What follows belongs to an exercise in optimizing a design on an open flow for small area, a short achievable clock period and few clock cycles; a production flow would make more cautious choices. At most, simulation tests tie the RTL to the original design; equivalence was not proved. The clock port is modelled as an ideal driver; clocking choices that lean on that would not hold on a real chip. No activity file was given, so power comes from the tool's default toggle rates.

==> trial 86: inputs <==
==> flow/design.v <==
module xlr8_fdiv
  (input  logic        clk,
   input  logic        rst_n,
   input  logic        start_div,   
   input  logic        start_nop,   
   input  logic [31:0] numer,
   input  logic [31:0] denom,
   output logic        fin,
   output logic [31:0] result);
   logic [4:0]  cnt;         
   logic        busy;
   logic        rnd;         
   logic        norm;        
   logic [22:0] dvs;         
   logic [24:0] dvd;         
   logic [25:0] t;
   logic        q;
   logic [24:0] d_nxt;
   always_comb begin
      t = {1'b0, dvd} - {2'b01, dvs};
      q = !t[25];
      d_nxt = q ? {t[23:0], 1'b0} : {dvd[23:0], 1'b0};
   end
   logic [7:0]  exp_n, exp_d, exp_q;
   logic        n_nan, d_nan, n_inf, d_inf, n_0, d_0;
   logic [22:0] m_rnd;
   logic [31:0] q_out;
   always_comb begin
      exp_n = numer[30:23];
      exp_d = denom[30:23];
      n_nan = (exp_n == 8'hff) && (numer[22:0] != 0);
      d_nan = (exp_d == 8'hff) && (denom[22:0] != 0);
      n_inf = (exp_n == 8'hff) && (numer[22:0] == 0);
      d_inf = (exp_d == 8'hff) && (denom[22:0] == 0);
      n_0 = (exp_n == 0);
      d_0 = (exp_d == 0);
      exp_q = exp_n - exp_d + 8'd126 + {7'd0, norm};
      m_rnd = result[23:1] + {22'd0, result[0]};
      if (n_nan || d_nan || (n_0 && d_0) || (n_inf && d_inf))
        q_out = 32'h7fffffff;
      else if (n_inf || d_0)
        q_out = {numer[31] ^ denom[31], 8'hff, 23'h0};
      else if (n_0 || d_inf)
        q_out = {numer[31] ^ denom[31], 31'h0};
      else
        q_out = {numer[31] ^ denom[31], exp_q, m_rnd};
   end
   assign busy = (cnt != 5'd0);
   assign fin = busy && (cnt == 5'd1);
   always_ff @(posedge clk or negedge rst_n)
     if (!rst_n) begin
        cnt <= 5'd0;
        rnd <= 1'b0;
     end
     else begin
        rnd <= fin;
        if (start_div)
          cnt <= q ? 5'd24 : 5'd25;
        else if (busy)
          cnt <= cnt - 5'd1;
     end
   always_ff @(posedge clk)
     if (start_div)
       norm <= q;
   always_ff @(posedge clk)
     dvs <= denom[22:0];
   always_ff @(posedge clk)
     if (start_div || busy)
       dvd <= d_nxt;
     else
       dvd <= {2'b01, numer[22:0]};
   always_ff @(posedge clk or negedge rst_n)
     if (!rst_n)
       result <= 32'h0;
     else if (start_nop)
       result <= 32'h0;
     else if (busy || (start_div && q))
       result <= {result[30:0], q};
     else if (rnd)
       result <= q_out;
endmodule  
`timescale 1 ns / 1 ns
module xlr8_xf
  (input  logic        clk,
   input  logic        rstn,
   input  logic [5:0]  adr,
   input  logic [7:0]  dbus_in,
   output logic [7:0]  dbus_out,
   input  logic        iore,
   input  logic        iowe,
   output logic        out_en,
   output logic        start_div,   
   output logic        start_nop,   
   input  logic        fin,         
   input  logic [31:0] result);
   logic [6:0] ctrl_reg;
   logic       flag;       
   logic       unsup;      
   logic       ctrl_we;
   logic       status_re;
   logic       start;
   logic [7:0] rbyte;
   logic [7:0] creg;
   assign ctrl_we   = iowe && (adr == 6'h10);
   assign status_re = iore && (adr == 6'h11);
   assign start     = ctrl_we && dbus_in[6];
   assign start_div = start && (dbus_in[2:0] == 3'd3);
   assign start_nop = start && (dbus_in[2:0] != 3'd3);
   assign out_en = iore && !adr[5] &&
                   (adr[4] ? (adr[3:1] == 3'b000) : (adr[3:2] == 2'b11));
   always_comb begin
      case (adr[1:0])
        2'd0:    rbyte = result[7:0];
        2'd1:    rbyte = result[15:8];
        2'd2:    rbyte = result[23:16];
        default: rbyte = result[31:24];
      endcase
      creg = adr[0] ? {flag, unsup, 6'h00} : {1'b0, ctrl_reg};
      dbus_out = adr[4] ? creg : rbyte;
   end
   always_ff @(posedge clk or negedge rstn)
     if (!rstn)
       ctrl_reg <= 7'h00;
     else if (ctrl_we)
       ctrl_reg <= dbus_in[6:0];
   always_ff @(posedge clk or negedge rstn)
     if (!rstn) begin
        flag  <= 1'b0;
        unsup <= 1'b0;
     end
     else if (start_nop) begin
        flag  <= 1'b1;
        unsup <= 1'b1;
     end
     else if (fin) begin
        flag  <= 1'b1;
        unsup <= 1'b0;
     end
     else if (start) begin
        flag  <= 1'b0;
        unsup <= 1'b0;
     end
     else if (status_re)
       flag <= 1'b0;
endmodule
`timescale 1 ns / 1 ns
module xlr8_float_div
  (input  logic        clk,
   input  logic        rstn,
   input  logic [5:0]  adr,
   input  logic [7:0]  dbus_in,
   output logic [7:0]  dbus_out,
   input  logic        iore,
   input  logic        iowe,
   output logic        out_en,
   input  logic [31:0] opa,    
   input  logic [31:0] opb     
   );
   logic        start_div;
   logic        start_nop;
   logic        fin;
   logic [31:0] result;
   xlr8_xf xf_inst
     (.clk       (clk),
      .rstn      (rstn),
      .adr       (adr),
      .dbus_in   (dbus_in),
      .dbus_out  (dbus_out),
      .iore      (iore),
      .iowe      (iowe),
      .out_en    (out_en),
      .start_div (start_div),
      .start_nop (start_nop),
      .fin       (fin),
      .result    (result));
   xlr8_fdiv fdiv_inst
     (.clk       (clk),
      .rst_n     (rstn),
      .start_div (start_div),
      .start_nop (start_nop),
      .numer     (opa),
      .denom     (opb),
      .fin       (fin),
      .result    (result));
endmodule
==> flow/run.sh <==
#!/bin/bash
# synth_recipe.tcl (not shown) runs the flow's synth.tcl, then flattens the netlist and writes it again
# the make line also repeats each setting of config.mk as NAME=value (left out here)
make -C /OpenROAD-flow-scripts/flow DESIGN_CONFIG=/design/flow/config.mk WORK_HOME=/design/flow/orfs CLKGATE_MAP_FILE= SYNTH_SCRIPT=/design/flow/synth_recipe.tcl finish
==> flow/config.mk <==
export PLATFORM = sky130hd
export DESIGN_NAME = xlr8_float_div
export DESIGN_NICKNAME = xlr8_float_div
export VERILOG_FILES = /design/flow/design.v
export SDC_FILE = /design/flow/constraint.sdc
export NUM_CORES = 4
export LEC_CHECK = 0
export CAP_MARGIN = 20
export CORE_MARGIN = 2
export CORE_UTILIZATION = 40
export SETUP_SLACK_MARGIN = 2.4
export SLEW_MARGIN = 20
==> flow/constraint.sdc <==
create_clock -name core_clock -period 5.0 [get_ports {clk}]
set_input_delay 1.0000 -clock core_clock [delete_from_list [all_inputs] [get_ports {clk}]]
set_output_delay 1.0000 -clock core_clock [all_outputs]
set_load 0.01 [all_outputs]
==> inputs of trial 98, as changes to trial 86 <==
==> flow/design.v, changed modules only <==
module xlr8_fdiv
  (input  logic        clk,
   input  logic        rst_n,
   input  logic        start_div,   
   input  logic        start_nop,   
   input  logic [31:0] numer,
   input  logic [31:0] denom,
   output logic        fin,
   output logic [31:0] result);
   logic [3:0]  dcnt;        
   logic        vld;         
   logic        pend;        
   logic        rnd;         
   logic [22:0] fa;          
   logic [22:0] dvs;         
   logic [25:0] dvs3;        
   logic [24:0] dvd;         
   logic [25:0] quo;         
   logic        chg;         
   logic [3:0]  dcnt_nxt;
   logic [25:0] x;
   logic [26:0] t1, t2, t3;
   logic [1:0]  q_dig;
   logic [24:0] d_nxt;
   always_comb begin
      x  = {dvd, 1'b0};
      t1 = {1'b0, x} - {3'b001, dvs};
      t2 = {1'b0, x} - {2'b01, dvs, 1'b0};
      t3 = {1'b0, x} - {1'b0, dvs3};
      if (!t3[26]) begin
         q_dig = 2'd3;
         d_nxt = {t3[23:0], 1'b0};
      end
      else if (!t2[26]) begin
         q_dig = 2'd2;
         d_nxt = {t2[23:0], 1'b0};
      end
      else if (!t1[26]) begin
         q_dig = 2'd1;
         d_nxt = {t1[23:0], 1'b0};
      end
      else begin
         q_dig = 2'd0;
         d_nxt = {x[23:0], 1'b0};
      end
   end
   logic [7:0]  exp_n, exp_d, exp_q;
   logic        n_nan, d_nan, n_inf, d_inf, n_0, d_0;
   logic        norm;
   logic [22:0] inc, m_rnd;
   logic [31:0] q_out;
   always_comb begin
      exp_n = numer[30:23];
      exp_d = denom[30:23];
      n_nan = (exp_n == 8'hff) && (fa != 0);
      d_nan = (exp_d == 8'hff) && (dvs != 0);
      n_inf = (exp_n == 8'hff) && (fa == 0);
      d_inf = (exp_d == 8'hff) && (dvs == 0);
      n_0 = (exp_n == 0);
      d_0 = (exp_d == 0);
      norm = quo[25];
      exp_q = exp_n - exp_d + 8'd126 + {7'd0, norm};
      inc = quo[24:2] + 23'd1;
      if (norm)          
        m_rnd = quo[1] ? inc : quo[24:2];
      else               
        m_rnd = (quo[1] && quo[0]) ? {inc[21:0], 1'b0}
                                   : {quo[23:2], quo[1] | quo[0]};
      if (n_nan || d_nan || (n_0 && d_0) || (n_inf && d_inf))
        q_out = 32'h7fffffff;
      else if (n_inf || d_0)
        q_out = {numer[31] ^ denom[31], 8'hff, 23'h0};
      else if (n_0 || d_inf)
        q_out = {numer[31] ^ denom[31], 31'h0};
      else
        q_out = {numer[31] ^ denom[31], exp_q, m_rnd};
   end
   assign chg = !vld || (numer[22:0] != fa) || (denom[22:0] != dvs);
   assign dcnt_nxt = chg ? 4'd0 : (dcnt == 4'd13) ? dcnt : dcnt + 4'd1;
   assign fin = (pend || start_div) && (dcnt_nxt == 4'd13);
   always_ff @(posedge clk or negedge rst_n)
     if (!rst_n) begin
        vld  <= 1'b0;
        dcnt <= 4'd0;
        pend <= 1'b0;
        rnd  <= 1'b0;
     end
     else begin
        vld  <= 1'b1;
        dcnt <= dcnt_nxt;
        pend <= (pend || start_div) && !fin;
        rnd  <= fin;
     end
   always_ff @(posedge clk)
     begin
        fa <= numer[22:0];
        dvs <= denom[22:0];
        dvs3 <= {2'b01, denom[22:0]} + {1'b1, denom[22:0], 1'b0};
     end
   always_ff @(posedge clk)
     if (chg)
       dvd <= {2'b01, numer[22:0]};
     else
       dvd <= d_nxt;
   always_ff @(posedge clk)
     if (!chg && dcnt != 4'd13)
       quo <= {quo[23:0], q_dig};
   always_ff @(posedge clk or negedge rst_n)
     if (!rst_n)
       result <= 32'h0;
     else if (start_nop)
       result <= 32'h0;
     else if (rnd)
       result <= q_out;
endmodule  
==> flow/flow/run.sh (new file) <==
#!/bin/bash
set -euo pipefail
bash standard.sh synth > synth.log 2>&1
bash standard.sh MATCH_CELL_FOOTPRINT=0 \
  "BUFFER_PORTS_ARGS=-buffer_cell sky130_fd_sc_hd__buf_1" \
  "CTS_ARGS=-sink_clustering_enable -repair_clock_nets -sink_clustering_size 30 -buf_list {sky130_fd_sc_hd__clkbuf_4 sky130_fd_sc_hd__clkbuf_8} -dont_use_dummy_load" \
  finish > layout.log 2>&1
test -s out/final.def
==> flow/standard.sh (new file) <==
#!/bin/bash
# synth_recipe.tcl (not shown) runs the flow's synth.tcl, then flattens the netlist and writes it again
# the make line also repeats each setting of config.mk as NAME=value (left out here)
make -C /OpenROAD-flow-scripts/flow DESIGN_CONFIG=/design/flow/config.mk WORK_HOME=/design/flow/orfs CLKGATE_MAP_FILE= SYNTH_SCRIPT=/design/flow/synth_recipe.tcl "${@:-finish}"
Settings changed: CTS_BUF_LIST set to sky130_fd_sc_hd__clkbuf_4 sky130_fd_sc_hd__clkbuf_8, CTS_CLUSTER_SIZE set to 30, SETUP_SLACK_MARGIN 2.4 to 2.0.
removed: flow/run.sh
==> inputs of trial 41, as changes to trial 86 <==
==> flow/design.v, changed modules only <==
module xlr8_fdiv
  (input  logic        clk,
   input  logic        rst_n,
   input  logic        start_div,   
   input  logic        start_nop,   
   input  logic [31:0] numer,
   input  logic [31:0] denom,
   output logic        fin,
   output logic [31:0] result);
   logic [3:0]  dcnt;        
   logic        vld;         
   logic        pend;        
   logic        rnd;         
   logic [22:0] fa;          
   logic [22:0] dvs;         
   logic [25:0] dvs3;        
   logic [24:0] dvd;         
   logic [25:0] quo;         
   logic        chg;         
   logic [3:0]  dcnt_nxt;
   logic [25:0] x;
   logic [26:0] t1, t2, t3;
   logic [1:0]  q_dig;
   logic [24:0] d_nxt;
   always_comb begin
      x  = {dvd, 1'b0};
      t1 = {1'b0, x} - {3'b001, dvs};
      t2 = {1'b0, x} - {2'b01, dvs, 1'b0};
      t3 = {1'b0, x} - {1'b0, dvs3};
      if (!t3[26]) begin
         q_dig = 2'd3;
         d_nxt = {t3[23:0], 1'b0};
      end
      else if (!t2[26]) begin
         q_dig = 2'd2;
         d_nxt = {t2[23:0], 1'b0};
      end
      else if (!t1[26]) begin
         q_dig = 2'd1;
         d_nxt = {t1[23:0], 1'b0};
      end
      else begin
         q_dig = 2'd0;
         d_nxt = {x[23:0], 1'b0};
      end
   end
   logic [7:0]  exp_n, exp_d, exp_q;
   logic        n_nan, d_nan, n_inf, d_inf, n_0, d_0;
   logic        norm;
   logic [22:0] inc, m_rnd;
   logic [31:0] q_out;
   always_comb begin
      exp_n = numer[30:23];
      exp_d = denom[30:23];
      n_nan = (exp_n == 8'hff) && (fa != 0);
      d_nan = (exp_d == 8'hff) && (dvs != 0);
      n_inf = (exp_n == 8'hff) && (fa == 0);
      d_inf = (exp_d == 8'hff) && (dvs == 0);
      n_0 = (exp_n == 0);
      d_0 = (exp_d == 0);
      norm = quo[25];
      exp_q = exp_n - exp_d + 8'd126 + {7'd0, norm};
      inc = quo[24:2] + 23'd1;
      if (norm)          
        m_rnd = quo[1] ? inc : quo[24:2];
      else               
        m_rnd = (quo[1] && quo[0]) ? {inc[21:0], 1'b0}
                                   : {quo[23:2], quo[1] | quo[0]};
      if (n_nan || d_nan || (n_0 && d_0) || (n_inf && d_inf))
        q_out = 32'h7fffffff;
      else if (n_inf || d_0)
        q_out = {numer[31] ^ denom[31], 8'hff, 23'h0};
      else if (n_0 || d_inf)
        q_out = {numer[31] ^ denom[31], 31'h0};
      else
        q_out = {numer[31] ^ denom[31], exp_q, m_rnd};
   end
   assign chg = !vld || (numer[22:0] != fa) || (denom[22:0] != dvs);
   assign dcnt_nxt = chg ? 4'd0 : (dcnt == 4'd13) ? dcnt : dcnt + 4'd1;
   assign fin = (pend || start_div) && (dcnt_nxt == 4'd13);
   always_ff @(posedge clk or negedge rst_n)
     if (!rst_n) begin
        vld  <= 1'b0;
        dcnt <= 4'd0;
        pend <= 1'b0;
        rnd  <= 1'b0;
     end
     else begin
        vld  <= 1'b1;
        dcnt <= dcnt_nxt;
        pend <= (pend || start_div) && !fin;
        rnd  <= fin;
     end
   always_ff @(posedge clk)
     begin
        fa <= numer[22:0];
        dvs <= denom[22:0];
        dvs3 <= {2'b01, denom[22:0]} + {1'b1, denom[22:0], 1'b0};
     end
   always_ff @(posedge clk)
     if (chg)
       dvd <= {2'b01, numer[22:0]};
     else
       dvd <= d_nxt;
   always_ff @(posedge clk)
     if (!chg && dcnt != 4'd13)
       quo <= {quo[23:0], q_dig};
   always_ff @(posedge clk or negedge rst_n)
     if (!rst_n)
       result <= 32'h0;
     else if (start_nop)
       result <= 32'h0;
     else if (rnd)
       result <= q_out;
endmodule  
Settings changed: CORE_UTILIZATION 40 to 45, SETUP_SLACK_MARGIN 2.4 to 2.1.
==> summary.txt <==
                                                                        trial 41        trial 98        trial 86
Clock sinks                                                                  170             170              96
Area of combinational cells with multiple inputs                     10100 sq um      9210 sq um      4680 sq um
Vias in the first global route                                             12241           11624            6386
Antenna violations before repair                                               0               1               0
Average via count per standard cell                                         6.08            5.83            5.79
Synthesized flop and latch total                                             170             170              96
Power dissipated by switching net loads                                  1.63 mW         1.33 mW         2.46 mW
Post-Route M1 WL                                                        20400 um        17500 um         9840 um
Clock period minus final worst setup slack                               3.04 ns         2.99 ns         3.14 ns
Number of inverters outside the clock class in the layout                    119             119              70
Signal buf overhead                                                        11.2%           6.56%           20.0%
N_diodes                                                                       0               2               0
Status                                                            finished clean  finished clean  finished clean
Number of cells traversed by the worst register-to-register path              14              12              11
Average routed wire per standard cell                                    21.5 um         19.5 um         18.7 um
Testbench counts of trial 98, summed over its fixed seeds: cycles 35,992.
Testbench counts of trial 41, summed over its fixed seeds: cycles 35,992.
Function not checked in trial 86: the RTL went through the layout flow alone.

## re-timing with driven ports
No port has a modelled driver above. Below, the same layouts with a new extraction and two added sets of constraints. Step 1 sets driving cells, clkbuf_16 on the clock port and buf_2 on the other inputs (assumed; they add their load-dependent delay and slew). Step 2 moves the port delays by t, midway between the first and last clock arrival at a register: inputs arrive t later, outputs are due t later. That takes back most of the time a late clock gives input paths. Slacks: ideal / step 1 / step 2; pairs: ideal / step 1.
run | t, ns | slack for setup (ns) | worst setup path after step 2 | slew at the worst register clock pin (ns) | pins driven straight from the clock port
trial 86 | 0.404 | 1.865 / 1.801 / 1.483 | input to register | 0.07 / 0.07 | 1
trial 98 | 0.502 | 2.009 / 1.896 / 1.548 | input to register | 0.09 / 0.09 | 1
trial 41 | 0.504 | 1.963 / 1.908 / 1.586 | input to register | 0.08 / 0.08 | 1
After both steps every run listed still meets setup and hold. The setup slack of trial 98, which loses most, moves by -0.113 ns with the drivers and by -0.461 ns with both steps.
